This is an optimization exercise on Yosys and OpenROAD, whose aim is small area, a short achievable clock period and few clock cycles per item, not a production implementation. Function was not checked in any run shown here: the RTL went through the layout flow alone.

==> flow/config.mk <==
export PLATFORM = sky130hd
export DESIGN_NAME = mdu_top
export DESIGN_NICKNAME = mdu_top
export VERILOG_FILES = /design/flow/design.v
export SDC_FILE = /design/flow/constraint.sdc
export NUM_CORES = 4
export LEC_CHECK = 0
export CAP_MARGIN = 20
export CORE_MARGIN = 2
export CORE_UTILIZATION = 40
export SLEW_MARGIN = 20
==> flow/constraint.sdc <==
create_clock -name core_clock -period 10.0 [get_ports {clk}]
set_input_delay 2.0000 -clock core_clock [delete_from_list [all_inputs] [get_ports {clk}]]
set_output_delay 2.0000 -clock core_clock [all_outputs]
set_load 0.01 [all_outputs]
==> flow/design.v <==
module mdu_top(
  input  logic        clk,
  input  logic        rst,
  input  logic        mdu_in_valid,
  input  logic [2:0]  funct3,
  input  logic [31:0] mdu_in_1,
  input  logic [31:0] mdu_in_2,
  input  logic        cpu_busy,
  output logic [31:0] mdu_out,
  output logic        mdu_out_valid,
  output logic        mdu_busy,
  output logic        exception
);
  logic s_pend, s_mul, s_mcor, s_dneg, s_div, s_dfix;
  logic vld;
  logic busy;
  logic [32:0] a;       
  logic [32:0] h;       
  logic [31:0] l;       
  logic        bp;      
  logic        hz;      
  logic [5:0]  cnt;     
  logic [2:0]  op;
  logic        nneg;    
  logic        dneg;    
  logic        dzr;     
  logic        exc;
  logic        c_h, c_hs, c_l31, c_l, c_inv, c_b1, c_b2, c_binv, c_ci;
  logic        c_d1, c_d2, c_dinv;    
  assign mdu_out       = h[31:0];
  assign mdu_out_valid = vld;
  assign mdu_busy      = busy;
  assign exception     = exc;
  wire accept = mdu_in_valid & ~busy;
  wire div_signed = ~op[0];
  wire [32:0] he = h & {33{~hz}};
  logic [31:0] sm;                              
  always_comb begin
    sm = a[31:0];
    sm = sm | (sm >> 1);
    sm = sm | (sm >> 2);
    sm = sm | (sm >> 4);
    sm = sm | (sm >> 8);
    sm = sm | (sm >> 16);
  end
  wire [31:0] hi_mask = ~(sm >> 1);             
  wire ovf = dneg & (a[31:0] == 32'd0) & (l == 32'h80000000);
  wire [47:0] r16 = {he[31:0], l[31:16]};
  wire [35:0] r4  = {he[31:0], l[31:28]};
  wire skip16 = (cnt[5] | cnt[4]) & ~|(r16[47:32]) & ~|(r16[31:0] & hi_mask);
  wire skip4  = (|cnt[5:2]) & ~|(r4[35:32]) & ~|(r4[31:0] & hi_mask);
  wire [36:0] a37 = {{4{a[32]}}, a};
  logic [36:0] add_a, add_b, add_c, cs_s, cs_c, sum;
  logic        sum_lsb;
  always_comb begin
    add_a = ({37{c_h}}  & {{4{h[32]}}, h}) |
            ({37{c_hs}} & {3'b0, h[32:0], 1'b0}) |
            {36'd0, c_l31 & l[31]} |
            ({37{c_l}}  & {5'd0, l});
    add_a = add_a ^ {37{c_inv}};
    add_b = (({37{c_b1}} & a37) | ({37{c_b2}} & {a37[35:0], 1'b0})) ^ {37{c_binv}};
    add_c = (({37{c_d1}} & {a37[34:0], 2'b0}) | ({37{c_d2}} & {a37[33:0], 3'b0})) ^ {37{c_dinv}};
    cs_s = add_a ^ add_b ^ add_c;
    cs_c = {(add_a[35:0] & add_b[35:0]) | (add_a[35:0] & add_c[35:0]) | (add_b[35:0] & add_c[35:0]), c_ci};
    {sum, sum_lsb} = {cs_s, 1'b1} + {cs_c, c_dinv};
  end
  wire q = ~sum[36];
  wire last_mul = (cnt[3:0] == 4'd1);
  wire op_mulhu = (op[1:0] == 2'd3);
  wire div_first_special = hz & (dzr | nneg);
  wire div_last = skip16 ? (cnt == 6'd16) : skip4 ? (cnt == 6'd4) : (cnt == 6'd1);
  wire fix_inv = div_signed & (op[1] ? nneg : (nneg ^ dneg));
  function automatic logic [2:0] booth(input logic b2, input logic b1, input logic b0);
    booth[0] = b1 ^ b0;
    booth[1] = (b2 & ~b1 & ~b0) | (~b2 & b1 & b0);
    booth[2] = b2 & ~(b1 & b0);
  endfunction
  wire go = accept & ~(vld & cpu_busy);           
  wire resume = s_pend & ~cpu_busy;
  logic n_mul, n_mcor, n_dneg, n_div, n_dfix, n_pend;
  always_comb begin
    n_pend = (accept & vld & cpu_busy) | (s_pend & cpu_busy);
    n_mul  = (go & ~funct3[2]) | (resume & ~op[2]) | (s_mul & ~last_mul);
    n_mcor = s_mul & last_mul & op_mulhu & nneg;
    n_dneg = s_div & hz & ~dzr & nneg;
    n_div  = (go & funct3[2]) | (resume & op[2]) | s_dneg |
             (s_div & ~div_first_special & ~div_last);
    n_dfix = (s_div & hz & dzr) | (s_div & ~div_first_special & div_last);
  end
  logic [2:0] bn, bn2;
  always_comb begin
    if (!busy) begin
      bn  = booth(mdu_in_1[1], mdu_in_1[0], 1'b0);
      bn2 = booth(mdu_in_1[3], mdu_in_1[2], mdu_in_1[1]);
    end else if (s_pend) begin
      bn  = booth(l[1], l[0], 1'b0);
      bn2 = booth(l[3], l[2], l[1]);
    end else begin
      bn  = booth(l[5], l[4], l[3]);
      bn2 = booth(l[7], l[6], l[5]);
    end
  end
  wire dneg_n = busy ? dneg : (mdu_in_2[31] & ~funct3[0]);
  always_ff @(posedge clk or posedge rst) begin
    if (rst) begin
      s_pend <= 1'b0; s_mul <= 1'b0; s_mcor <= 1'b0;
      s_dneg <= 1'b0; s_div <= 1'b0; s_dfix <= 1'b0;
      vld  <= 1'b0;
      busy <= 1'b0;
    end else begin
      s_pend <= n_pend; s_mul <= n_mul; s_mcor <= n_mcor;
      s_dneg <= n_dneg; s_div <= n_div; s_dfix <= n_dfix;
      busy <= n_pend | n_mul | n_mcor | n_dneg | n_div | n_dfix;
      if ((s_mul & ~n_mul & ~n_mcor) | s_mcor | s_dfix) vld <= 1'b1;
      else if (~cpu_busy & (~busy | s_pend))             vld <= 1'b0;
    end
  end
  always_ff @(posedge clk) begin
    c_h    <= (s_mul & n_mul) | n_mcor | (n_dfix & ~dzr & op[1]);
    c_hs   <= n_div & (s_div | s_dneg);
    c_l31  <= n_div;
    c_l    <= n_dneg | (n_dfix & (dzr ? op[1] : ~op[1]));
    c_inv  <= n_dneg | (n_dfix & (dzr ? ~op[1] : fix_inv));
    c_b1   <= (n_mul & bn[0]) | n_mcor | n_div;
    c_b2   <= n_mul & bn[1];
    c_binv <= (n_mul & bn[2]) | n_div;
    c_d1   <= n_mul & bn2[0];
    c_d2   <= n_mul & bn2[1];
    c_dinv <= n_mul & bn2[2];
    c_ci   <= (n_mul & bn[2]) | (n_div & ~dneg_n) | n_dneg | (n_dfix & ~dzr & fix_inv);
  end
  always_ff @(posedge clk) begin
    if (!busy) begin
      l    <= mdu_in_1;
      if (funct3[2])
        a  <= {1'b0, mdu_in_2 ^ {32{mdu_in_2[31] & ~funct3[0]}}};
      else
        a  <= {mdu_in_2[31] & ~funct3[1], mdu_in_2};
      op   <= funct3;
      nneg <= mdu_in_1[31] & (~funct3[0] | ~funct3[2]);
      dneg <= mdu_in_2[31] & ~funct3[0];
      dzr  <= (mdu_in_2 == 32'd0);
      bp   <= 1'b0;
      hz   <= 1'b1;
      cnt  <= funct3[2] ? 6'd32 : 6'd8;
    end
    if (s_mul) begin
      hz  <= 1'b0;
      exc <= 1'b0;
      bp  <= l[3];
      l   <= {sum[3:0], l[31:4]};
      cnt <= cnt - 6'd1;
      if (last_mul && op[1:0] == 2'b00) h <= {1'b0, sum[3:0], l[31:4]};
      else                              h <= sum[36:4];
    end
    if (s_mcor) h <= sum[32:0];
    if (s_dneg) begin
      l  <= sum[31:0];
      h  <= 33'd0;
      hz <= 1'b0;
    end
    if (s_div) begin
      if (hz) exc <= dzr | ovf;
      if (!div_first_special) begin
        hz <= 1'b0;
        if (skip16) begin
          h <= {1'b0, r16[31:0]};
          l <= {l[15:0], 16'd0};
          cnt <= cnt - 6'd16;
        end else if (skip4) begin
          h <= {1'b0, r4[31:0]};
          l <= {l[27:0], 4'd0};
          cnt <= cnt - 6'd4;
        end else begin
          h <= q ? {1'b0, sum[31:0]} : {he[31:0], l[31]};
          l <= {l[30:0], q};
          cnt <= cnt - 6'd1;
        end
      end
    end
    if (s_dfix) h <= sum[32:0];
  end
endmodule
==> flow/run.sh <==
#!/bin/bash
# synth_recipe.tcl (not shown) runs the flow's synth.tcl, then flattens the netlist and writes it again
# the make line also repeats each setting of config.mk as NAME=value (left out here)
make -C /OpenROAD-flow-scripts/flow DESIGN_CONFIG=/design/flow/config.mk WORK_HOME=/design/flow/orfs CLKGATE_MAP_FILE= SYNTH_SCRIPT=/design/flow/synth_recipe.tcl finish
==> results of run 1 <==
==> metal layers <==
metal | GRT usage, % | vias up | wire length (microns) | share of wire (%)
li1 | - | 6804 | - | -
met1 | 43.6 | 7552 | 26100 | 40
met2 | 50.9 | 973 | 27800 | 43
met3 | 7.63 | 262 | 6820 | 10
met4 | 21.5 | 0 | 4530 | 6.9
met5 | 0 | - | 0 | 0
==> flip-flops by register name, summed over array words and instances, names as in the netlist, 3 cells and up <==
register and count:
a 33, l 32, op 3, h 33, cnt 6
==> cell families (layout without fill, tap and decap cells) <==
| family | after synthesis | count (layout) | synth area share [%] |
|---|---|---|---|
| xor gates and xnor gates | 173 | 173 | 10.3 |
| adders and majority gates | 84 | 84 | 8.97 |
| buffers and inverters | 310 | 287 | 9.25 |
| muxes | 76 | 76 | 5.20 |
| DFF | 132 | 132 | 21.1 |
| other | 0 | 3 | 0 |
| AOI/OAI and AO/OA | 611 | 611 | 28.3 |
| and+or+nand+nor | 506 | 506 | 16.9 |
==> worst max-delay path by stage <==
stage                     startpoint  cells past startpoint    end  slack (ns)
after global placement           c_h                     15  h[22]        4.15
final                         c_binv                     14  h[22]        4.32
after detailed placement         c_h                     15  h[22]        4.06
after floorplan               c_dinv                     18   h[3]        5.51
after CTS                        c_h                     15  h[22]        4.06
after global routing          c_binv                     14  h[22]        4.14
==> critical path: cells and delay by family, from the launching register on <==
kind	cells	cell delay, ns
AO/OA/AOI/OAI	6	1.41
XOR/XNOR	1	0.20
adder cells (fa/ha/maj)	2	0.93
buffers and inverters	1	0.04
flip-flops	1	1.07
AND/OR/NAND/NOR	4	1.85
==> cells in the final DEF (no fill, tap or decap), types with 7 or more instances in the layout <==
cell type / synthesis / final
sky130_fd_sc_hd__a21oi_1: 170 / 170
sky130_fd_sc_hd__nor2_1: 159 / 158
sky130_fd_sc_hd__nand2_1: 139 / 139
sky130_fd_sc_hd__inv_1: 107 / 106
sky130_fd_sc_hd__clkdlybuf4s50_1: 0 / 105
sky130_fd_sc_hd__xor2_1: 102 / 102
sky130_fd_sc_hd__a22oi_1: 78 / 78
sky130_fd_sc_hd__o21ai_0: 78 / 78
sky130_fd_sc_hd__dfxtp_1: 82 / 76
sky130_fd_sc_hd__mux2i_1: 72 / 72
sky130_fd_sc_hd__xnor2_1: 71 / 71
sky130_fd_sc_hd__ha_1: 48 / 48
sky130_fd_sc_hd__buf_4: 34 / 43
sky130_fd_sc_hd__edfxtp_1: 42 / 42
sky130_fd_sc_hd__a211oi_1: 37 / 37
sky130_fd_sc_hd__fa_1: 36 / 36
sky130_fd_sc_hd__a222oi_1: 34 / 34
sky130_fd_sc_hd__o211ai_1: 27 / 27
sky130_fd_sc_hd__nand3_1: 27 / 27
sky130_fd_sc_hd__a21o_1: 25 / 25
sky130_fd_sc_hd__nor4_1: 25 / 25
sky130_fd_sc_hd__a31oi_1: 24 / 24
sky130_fd_sc_hd__nor3_1: 24 / 23
sky130_fd_sc_hd__and3_1: 19 / 19
sky130_fd_sc_hd__clkbuf_16: 0 / 18
sky130_fd_sc_hd__nand3b_1: 17 / 17
sky130_fd_sc_hd__nor2b_1: 17 / 17
sky130_fd_sc_hd__nand4_1: 16 / 16
sky130_fd_sc_hd__o22ai_1: 16 / 16
sky130_fd_sc_hd__a211o_1: 10 / 10
sky130_fd_sc_hd__nor3b_1: 10 / 10
sky130_fd_sc_hd__o221ai_1: 10 / 10
sky130_fd_sc_hd__nand2b_1: 7 / 7
sky130_fd_sc_hd__a221oi_1: 7 / 7
==> area by class of cell <==
cell class | instances | area [sq um] | share of cell area [%]
inverters | 107 | 402 | 2.45
diodes | 3 | 7.51 | 0.0459
well taps | 468 | 586 | 3.58
clock buffers | 21 | 482 | 2.94
multi-input cells | 1450 | 10300 | 62.9
clock inverters | 11 | 111 | 0.681
repair buffers | 148 | 1370 | 8.40
flip-flops and latches | 132 | 3120 | 19.0
==> stage by stage <==
step	hold WS, ns	instances
after floorplan	0.468	1892
after global placement	0.582	2305
after detailed placement	0.575	2305
after CTS	0.608	2337
after global routing	0.661	2338
final	0.604	2340
==> results.txt, run 1 <==
# TYPE chip_impl_metric gauge
chip_impl_metric{name="initial_antenna_violation_count",unit=""} 1
chip_impl_metric{name="postSynthRegisterBits",unit=""} 132
chip_impl_metric{name="initial_core_util",unit="%"} 40.4
chip_impl_info{name="hold_path_end",value="vld"} 1
chip_impl_metric{name="place_ws",unit="ns"} 4.06
chip_impl_metric{name="cts_hold_buf",unit=""} 0
chip_impl_metric{name="post_drt_via_cell_ratio",unit=""} 6.66
chip_impl_metric{name="final_max_slew_viol_count",unit=""} 0
chip_impl_info{name="cts_tree",value="built"} 1
chip_impl_metric{name="grt_max_degree",unit=""} 69
chip_impl_metric{name="min_delay_path_depth",unit=""} 2
chip_impl_metric{name="postLayoutSetupSlackWorst",unit="ns"} 4.32
chip_impl_metric{name="synth.yosys.warnings",unit=""} 1
chip_impl_metric{name="fillers",unit=""} 3696
chip_impl_metric{name="grt_pass1_wl",unit="mm"} 96.9
chip_impl_metric{name="grt_util_all_layers",unit="%"} 33.8
chip_impl_metric{name="report.final.setup_viol",unit=""} 0
chip_impl_metric{name="cts.sinks",unit=""} 132
chip_impl_info{name="cts_root_buffer",value="sky130_fd_sc_hd__clkbuf_16"} 1
chip_impl_metric{name="core_util_final",unit="%"} 44.9
chip_impl_metric{name="dr.first_iter.drc_count",unit=""} 2361
chip_impl_metric{name="synth.cell_area",unit="sq mm"} 0.0147
chip_impl_metric{name="dp_hpwl",unit="mm"} 47.3
chip_impl_info{name="synth_area_leaders",value="sky130_fd_sc_hd__dfxtp_1 (11%), sky130_fd_sc_hd__edfxtp_1 (8.6%), sky130_fd_sc_hd__xor2_1 (6.1%)"} 1
chip_impl_metric{name="io-pin-count",unit=""} 106
chip_impl_metric{name="synth.top_cell.area_share",unit="%"} 11.1
chip_impl_metric{name="wire_per_inst",unit="microns"} 27.9
chip_impl_info{name="crit_path_top_delay_cell",value="sky130_fd_sc_hd__dfxtp_2"} 1
chip_impl_metric{name="grt-ovfl-total",unit=""} 0
chip_impl_metric{name="worst_skew_pair.late_latency",unit="ns"} 0.47
chip_impl_metric{name="route.antenna.remaining_nets",unit=""} 0
chip_impl_metric{name="syn2layout_area_growth",unit="%"} 11.1
chip_impl_metric{name="cts.clk_slew.worst_paths",unit="ns"} 0.07
chip_impl_info{name="netlist.top_cell.by_area",value="sky130_fd_sc_hd__dfxtp_1"} 1
chip_impl_info{name="commonest_cells_in_the_synthesized_netlist",value="sky130_fd_sc_hd__a21oi_1 (170), sky130_fd_sc_hd__nor2_1 (159), sky130_fd_sc_hd__nand2_1 (139)"} 1
chip_impl_info{name="grt_setup_unrepaired",value="false"} 1
chip_impl_metric{name="stdcell_area",unit="sq mm"} 0.0164
chip_impl_info{name="hold_path_startpoint",value="vld"} 1
chip_impl_metric{name="critPathMaxFanout",unit=""} 34
chip_impl_info{name="dominantRegCellSynth",value="sky130_fd_sc_hd__dfxtp_1"} 1
chip_impl_metric{name="synth_area_per_cell",unit="sq um"} 7.79
chip_impl_metric{name="synth.yosys.seq_area_share",unit="%"} 21.1
chip_impl_metric{name="ctsHtreeMaxLevel",unit=""} 4
chip_impl_metric{name="post_cts_setup_driven_buffer_insertion_count",unit=""} 0
chip_impl_metric{name="cts_repair_resize_count",unit=""} 0
chip_impl_info{name="worstSetupPathType",value="reg2reg"} 1
chip_impl_metric{name="std_cell_rows",unit=""} 70
chip_impl_info{name="post-synth-top-count-cell",value="sky130_fd_sc_hd__a21oi_1"} 1
chip_impl_metric{name="die_w",unit="microns"} 196
chip_impl_metric{name="worstRegToRegCells",unit=""} 14
chip_impl_metric{name="r2r_setup_slack",unit="ns"} 4.32
chip_impl_metric{name="cp_data_arrival_time",unit="ns"} 6.03
chip_impl_metric{name="critPathMaxStageDelay",unit="ns"} 1.07
chip_impl_metric{name="floorplan.core_area",unit="sq mm"} 0.0364
chip_impl_metric{name="yosys.cell_types.count",unit=""} 92
chip_impl_metric{name="totalNegativeSetupSlack",unit="ns"} 0
chip_impl_metric{name="worstMarginPinSlew",unit="ns"} 1.25
chip_impl_metric{name="post_route_minimum_period",unit="ns"} 5.68
chip_impl_metric{name="numPortBuffers",unit=""} 105
chip_impl_metric{name="slew_headroom",unit="%"} 16.6
chip_impl_info{name="hp-class",value="reg2reg"} 1
chip_impl_metric{name="syn-num-nets",unit=""} 2047
chip_impl_metric{name="drc",unit=""} 0
chip_impl_metric{name="maxCapViolCount",unit=""} 0
chip_impl_metric{name="post_dp_cell_area",unit="sq mm"} 0.0158
chip_impl_metric{name="finalHoldViolCount",unit=""} 0
chip_impl_metric{name="achievable-frequency",unit="MHz"} 176
chip_impl_metric{name="finalWeightedCongestion",unit=""} 1.04
chip_impl_metric{name="wl",unit="mm"} 65.3
chip_impl_info{name="critical_path.startpoint_type",value="register"} 1
chip_impl_info{name="worst_r2r_endpoint",value="h[22]"} 1
chip_impl_metric{name="post_route_cells_drive_above_1_share",unit="%"} 6.10
chip_impl_metric{name="die_area",unit="sq mm"} 0.0384
chip_impl_metric{name="vias",unit=""} 15591
chip_impl_metric{name="gate_count_post_synth",unit=""} 1892
chip_impl_metric{name="cts.path.max_buffers",unit=""} 2
chip_impl_metric{name="critPathRequiredTime",unit="ns"} 10.35
chip_impl_metric{name="die_y",unit="microns"} 196
chip_impl_metric{name="asyncSetResetFlopFracSynth",unit="%"} 6.06
chip_impl_metric{name="final.period_utilization",unit="%"} 56.8
chip_impl_info{name="critical_path.cell_chain",value="xor2_1, fa_1, inv_1, ha_1, a21oi_1, o211ai_1, a41oi_1, o21ai_0, or4_1, nand3_2, or2_1, o21ai_2, a32o_1, or3_1"} 1
chip_impl_info{name="run_status",value="complete, no violations"} 1
chip_impl_metric{name="grt_pass1_vias",unit=""} 14809
chip_impl_metric{name="cts_buffers",unit=""} 17
chip_impl_metric{name="number_of_enable_flip_flop_cells_after_synthesis",unit=""} 42
chip_impl_metric{name="drt_first_pass_iters",unit=""} 10
chip_impl_info{name="critPathCaptureType",value="register"} 1
chip_impl_metric{name="num-nets-final",unit=""} 2011
chip_impl_metric{name="clock_skew",unit="ns"} 0.0155
chip_impl_info{name="timing.rr.start",value="c_binv"} 1
==> run 2: changes to the inputs <==
==> flow/flow/run.sh (new file) <==
#!/bin/bash
# Standard ORFS layout, with the resizer asked for extra setup margin so that
# it repairs timing below the 10 ns constraint. The SDC is left unchanged.
set -euo pipefail
MARGIN=$(cat flow/margin.txt)
bash standard.sh synth > synth.log 2>&1
bash standard.sh SETUP_SLACK_MARGIN=$MARGIN finish > layout.log 2>&1
==> flow/flow/margin.txt (new file) <==
6
==> flow/standard.sh (new file) <==
#!/bin/bash
# synth_recipe.tcl (not shown) runs the flow's synth.tcl, then flattens the netlist and writes it again
# the make line also repeats each setting of config.mk as NAME=value (left out here)
make -C /OpenROAD-flow-scripts/flow DESIGN_CONFIG=/design/flow/config.mk WORK_HOME=/design/flow/orfs CLKGATE_MAP_FILE= SYNTH_SCRIPT=/design/flow/synth_recipe.tcl "${@:-finish}"
removed: flow/run.sh
==> run 2 against run 1 <==
Cell count increased by 3.4%. Die area unchanged. First-iteration DRC count decreased by 2.3%. Register-to-register slack improved by 1.0 ns. Clock skew increased by 0.0022 ns. Largest cell class unchanged. Still clean.
==> results.txt, run 2 <==
# TYPE chip_impl_metric gauge
chip_impl_metric{name="wl",unit="mm"} 68.4
chip_impl_metric{name="die_area",unit="sq mm"} 0.0384
chip_impl_metric{name="numPlacedInstances",unit=""} 2306
chip_impl_metric{name="report.final.setup_viol",unit=""} 0
chip_impl_metric{name="multi_input_area",unit="sq mm"} 0.0116
chip_impl_info{name="critical_path.startpoint_type",value="register"} 1
chip_impl_metric{name="post_drt_via_cell_ratio",unit=""} 6.61
chip_impl_metric{name="worstRegToRegCells",unit=""} 17
chip_impl_metric{name="grt-ovfl-total",unit=""} 0
chip_impl_metric{name="final_max_slew_viol_count",unit=""} 0
chip_impl_metric{name="slew_headroom",unit="%"} 24.6
chip_impl_metric{name="drc",unit=""} 0
chip_impl_metric{name="finalWeightedCongestion",unit=""} 0.993
chip_impl_metric{name="gate_count_post_synth",unit=""} 1892
chip_impl_info{name="layout.cells.most_common_list",value="sky130_fd_sc_hd__nor2_1 (154), sky130_fd_sc_hd__a21oi_1 (137), sky130_fd_sc_hd__nand2_1 (128)"} 1
chip_impl_info{name="critPathCaptureType",value="register"} 1
chip_impl_metric{name="totalNegativeSetupSlack",unit="ns"} 0
chip_impl_metric{name="initial_antenna_violation_count",unit=""} 1
chip_impl_metric{name="final.period_utilization",unit="%"} 46.7
chip_impl_info{name="layout_commonest_cell",value="sky130_fd_sc_hd__nor2_1"} 1
chip_impl_metric{name="die_y",unit="microns"} 196
chip_impl_metric{name="finalHoldViolCount",unit=""} 0
chip_impl_metric{name="dr.first_iter.drc_count",unit=""} 2306
chip_impl_metric{name="synth_area_per_cell",unit="sq um"} 7.79
chip_impl_metric{name="synth.yosys.warnings",unit=""} 1
chip_impl_info{name="run_status",value="complete, no violations"} 1
chip_impl_metric{name="vias",unit=""} 16003
chip_impl_metric{name="post_route_minimum_period",unit="ns"} 4.67
chip_impl_metric{name="r2r_setup_slack",unit="ns"} 5.33
chip_impl_metric{name="synth.cell_area",unit="sq mm"} 0.0147
chip_impl_metric{name="min_delay_path_depth",unit=""} 2
chip_impl_metric{name="postLayoutSetupSlackWorst",unit="ns"} 5.33
chip_impl_metric{name="drt_first_pass_iters",unit=""} 11
chip_impl_metric{name="final_cells",unit=""} 2420
chip_impl_metric{name="floorplan.core_area",unit="sq mm"} 0.0364
chip_impl_metric{name="grt_pass1_wl",unit="mm"} 101
chip_impl_metric{name="grt_max_degree",unit=""} 77
chip_impl_metric{name="initial_core_util",unit="%"} 40.4
chip_impl_info{name="top_registers",value="a (33), h (33), l (32)"} 1
chip_impl_info{name="post-synth-top-count-cell",value="sky130_fd_sc_hd__a21oi_1"} 1
chip_impl_info{name="worstSetupPathType",value="reg2reg"} 1
chip_impl_metric{name="achievable-frequency",unit="MHz"} 214
chip_impl_metric{name="worstMarginPinSlew",unit="ns"} 1.13
chip_impl_info{name="commonest_cells_in_the_synthesized_netlist",value="sky130_fd_sc_hd__a21oi_1 (170), sky130_fd_sc_hd__nor2_1 (159), sky130_fd_sc_hd__nand2_1 (139)"} 1
chip_impl_info{name="synth_area_leaders",value="sky130_fd_sc_hd__dfxtp_1 (11%), sky130_fd_sc_hd__edfxtp_1 (8.6%), sky130_fd_sc_hd__xor2_1 (6.1%)"} 1
chip_impl_metric{name="postSynthRegisterBits",unit=""} 132
chip_impl_metric{name="syn-num-nets",unit=""} 2047
chip_impl_info{name="cts_root_buffer",value="sky130_fd_sc_hd__clkbuf_16"} 1
chip_impl_metric{name="critPathMaxFanout",unit=""} 18
chip_impl_metric{name="cp_data_arrival_time",unit="ns"} 5.02
chip_impl_info{name="grt_setup_unrepaired",value="true"} 1
chip_impl_metric{name="number_of_enable_flip_flop_cells_after_synthesis",unit=""} 42
chip_impl_metric{name="route.antenna.remaining_nets",unit=""} 0
chip_impl_info{name="hold_path_end",value="vld"} 1
chip_impl_metric{name="numPortBuffers",unit=""} 105
chip_impl_metric{name="register_area",unit="sq mm"} 0.00313
chip_impl_metric{name="syn2layout_area_growth",unit="%"} 26.1
chip_impl_metric{name="ctsHtreeMaxLevel",unit=""} 4
chip_impl_metric{name="wire_per_inst",unit="microns"} 28.2
chip_impl_metric{name="fillers",unit=""} 3448
chip_impl_metric{name="yosys.cell_types.count",unit=""} 92
chip_impl_metric{name="critPathRequiredTime",unit="ns"} 10.35
chip_impl_metric{name="io-pin-count",unit=""} 106
chip_impl_metric{name="post_route_cells_drive_above_1_share",unit="%"} 19.1
chip_impl_metric{name="std_cell_rows",unit=""} 70
chip_impl_metric{name="cts.clk_slew.worst_paths",unit="ns"} 0.07
chip_impl_info{name="netlist.top_cell.by_area",value="sky130_fd_sc_hd__dfxtp_1"} 1
chip_impl_metric{name="grt_util_all_layers",unit="%"} 35.1
chip_impl_metric{name="worst_skew_pair.late_latency",unit="ns"} 0.46
chip_impl_metric{name="cts.sinks",unit=""} 132
chip_impl_info{name="hp-class",value="reg2reg"} 1
chip_impl_metric{name="dp_hpwl",unit="mm"} 46.9
chip_impl_metric{name="num-nets-final",unit=""} 2093
chip_impl_metric{name="grt_pass1_vias",unit=""} 15455
chip_impl_metric{name="synth.top_cell.area_share",unit="%"} 11.1
chip_impl_metric{name="clock_skew",unit="ns"} 0.0177
chip_impl_metric{name="synth.yosys.seq_area_share",unit="%"} 21.1
chip_impl_info{name="hold_path_startpoint",value="vld"} 1
chip_impl_metric{name="die_w",unit="microns"} 196
chip_impl_metric{name="maxCapViolCount",unit=""} 0
chip_impl_info{name="cts_tree",value="built"} 1
chip_impl_metric{name="cts.path.max_buffers",unit=""} 2
chip_impl_info{name="timing.rr.start",value="c_h"} 1
chip_impl_metric{name="core_util_final",unit="%"} 51.0
chip_impl_info{name="worst_r2r_endpoint",value="h[22]"} 1
chip_impl_metric{name="asyncSetResetFlopFracSynth",unit="%"} 6.06
chip_impl_metric{name="cts_buffers",unit=""} 17
chip_impl_metric{name="place_ws",unit="ns"} 4.42
chip_impl_info{name="dominantRegCellSynth",value="sky130_fd_sc_hd__dfxtp_1"} 1
-- run 2: logic make-up after synthesis --
group	Yosys count	share of synthesized area, %
AO/OA/AOI/OAI	611	28.3
XOR/XNOR	173	10.3
adder cells (fa/ha/maj)	84	8.97
buffers and inverters	310	9.25
flip-flops	132	21.1
multiplexers	76	5.20
AND/OR/NAND/NOR	506	16.9
-- run 2: worst max path at each step --
stage,depth (start not counted),to,slack (ns),startpoint
2_1_floorplan,17,h[22],5.81,c_h
3_3_place_gp,16,h[22],4.40,c_h
3_5_place_dp,16,h[22],4.42,c_h
4_1_cts,17,h[22],5.52,c_h
5_1_grt,21,h[22],5.25,c_h
6_report,17,h[22],5.33,c_h
-- run 2: repair_timing --
action,CTS,global route
cloned,5,0
pin swaps,66,77
gates resized for setup,197,93
hold buffers,0,0
setup endpoints to repair,59,56
buffers inserted,50,26
-- run 2: final cells by class --
class                      count  share of cell area, %
antenna                        1                 0.0135
clock buffer                  22                   2.57
clock inverter                10                  0.512
inverter                     107                   2.16
multi-input combinational   1451                   62.7
sequential                   132                   16.9
tap                          468                   3.15
timing repair buffer         229                   12.0
-- run 2: stage by stage --
stage / hold slack, ns / instance area, sq um
4_1_cts: 0.607 / 17900
5_1_grt: 0.673 / 18600
3_5_place_dp: 0.585 / 15800
3_3_place_gp: 0.587 / 15800
2_1_floorplan: 0.468 / 14800
6_report: 0.603 / 18600
-- run 2: layer usage --
metal	vias to the layer above	wire, microns	GRT usage (%)	part of all wire, %
met5	-	55	1.15	0.080
met4	2	4960	22.4	7.3
met3	289	7290	7.99	11
met2	1060	29100	52.6	43
met1	7697	27000	45.4	39
li1	6955	-	-	-
-- run 2: worst max-delay path, stage by stage, from the launching register on --
cell and delay [ns]:
sky130_fd_sc_hd__dfxtp_4 0.37, sky130_fd_sc_hd__buf_12 0.15, sky130_fd_sc_hd__a222oi_1 0.66, sky130_fd_sc_hd__xor2_1 0.16, sky130_fd_sc_hd__fa_1 0.53, sky130_fd_sc_hd__inv_2 0.05
sky130_fd_sc_hd__ha_4 0.26, sky130_fd_sc_hd__a21oi_4 0.17, sky130_fd_sc_hd__o211ai_1 0.14, sky130_fd_sc_hd__a21oi_2 0.17, sky130_fd_sc_hd__buf_4 0.16, sky130_fd_sc_hd__a21oi_4 0.07
sky130_fd_sc_hd__or4_4 0.57, sky130_fd_sc_hd__nand3_4 0.16, sky130_fd_sc_hd__or2_4 0.19, sky130_fd_sc_hd__o21ai_4 0.09, sky130_fd_sc_hd__a32o_1 0.28, sky130_fd_sc_hd__or3_1 0.35

[static timing again, ports no longer ideal]
Ports are ideal in the flow. The routed layouts listed here were re-timed in OpenROAD. Step 1 sets driving cells, clkbuf_16 on the clock port and buf_2 on the other inputs (assumed; they add their load-dependent delay and slew). Step 2 times the ports against the registers' clock, not the clock port: input delays grow and output delays shrink by t, the midpoint of the rising clock arrivals with the driver on. Three values: ideal ports, drivers, drivers and shift; two values: the first two.
| run | shift t [ns] | slack for setup (ns) | clock arrival spread, ns | worst slew at a driven data input, ns | pins driven straight from the clock port |
|---|---|---|---|---|---|
| run 1 | 0.518 | 4.324 / 4.324 / 4.324 | 0.016 / 0.015 | 0.08 | 1 |
| run 2 | 0.506 | 5.329 / 5.329 / 5.329 | 0.018 / 0.017 | 0.08 | 1 |
After both steps every run listed still meets setup and hold.
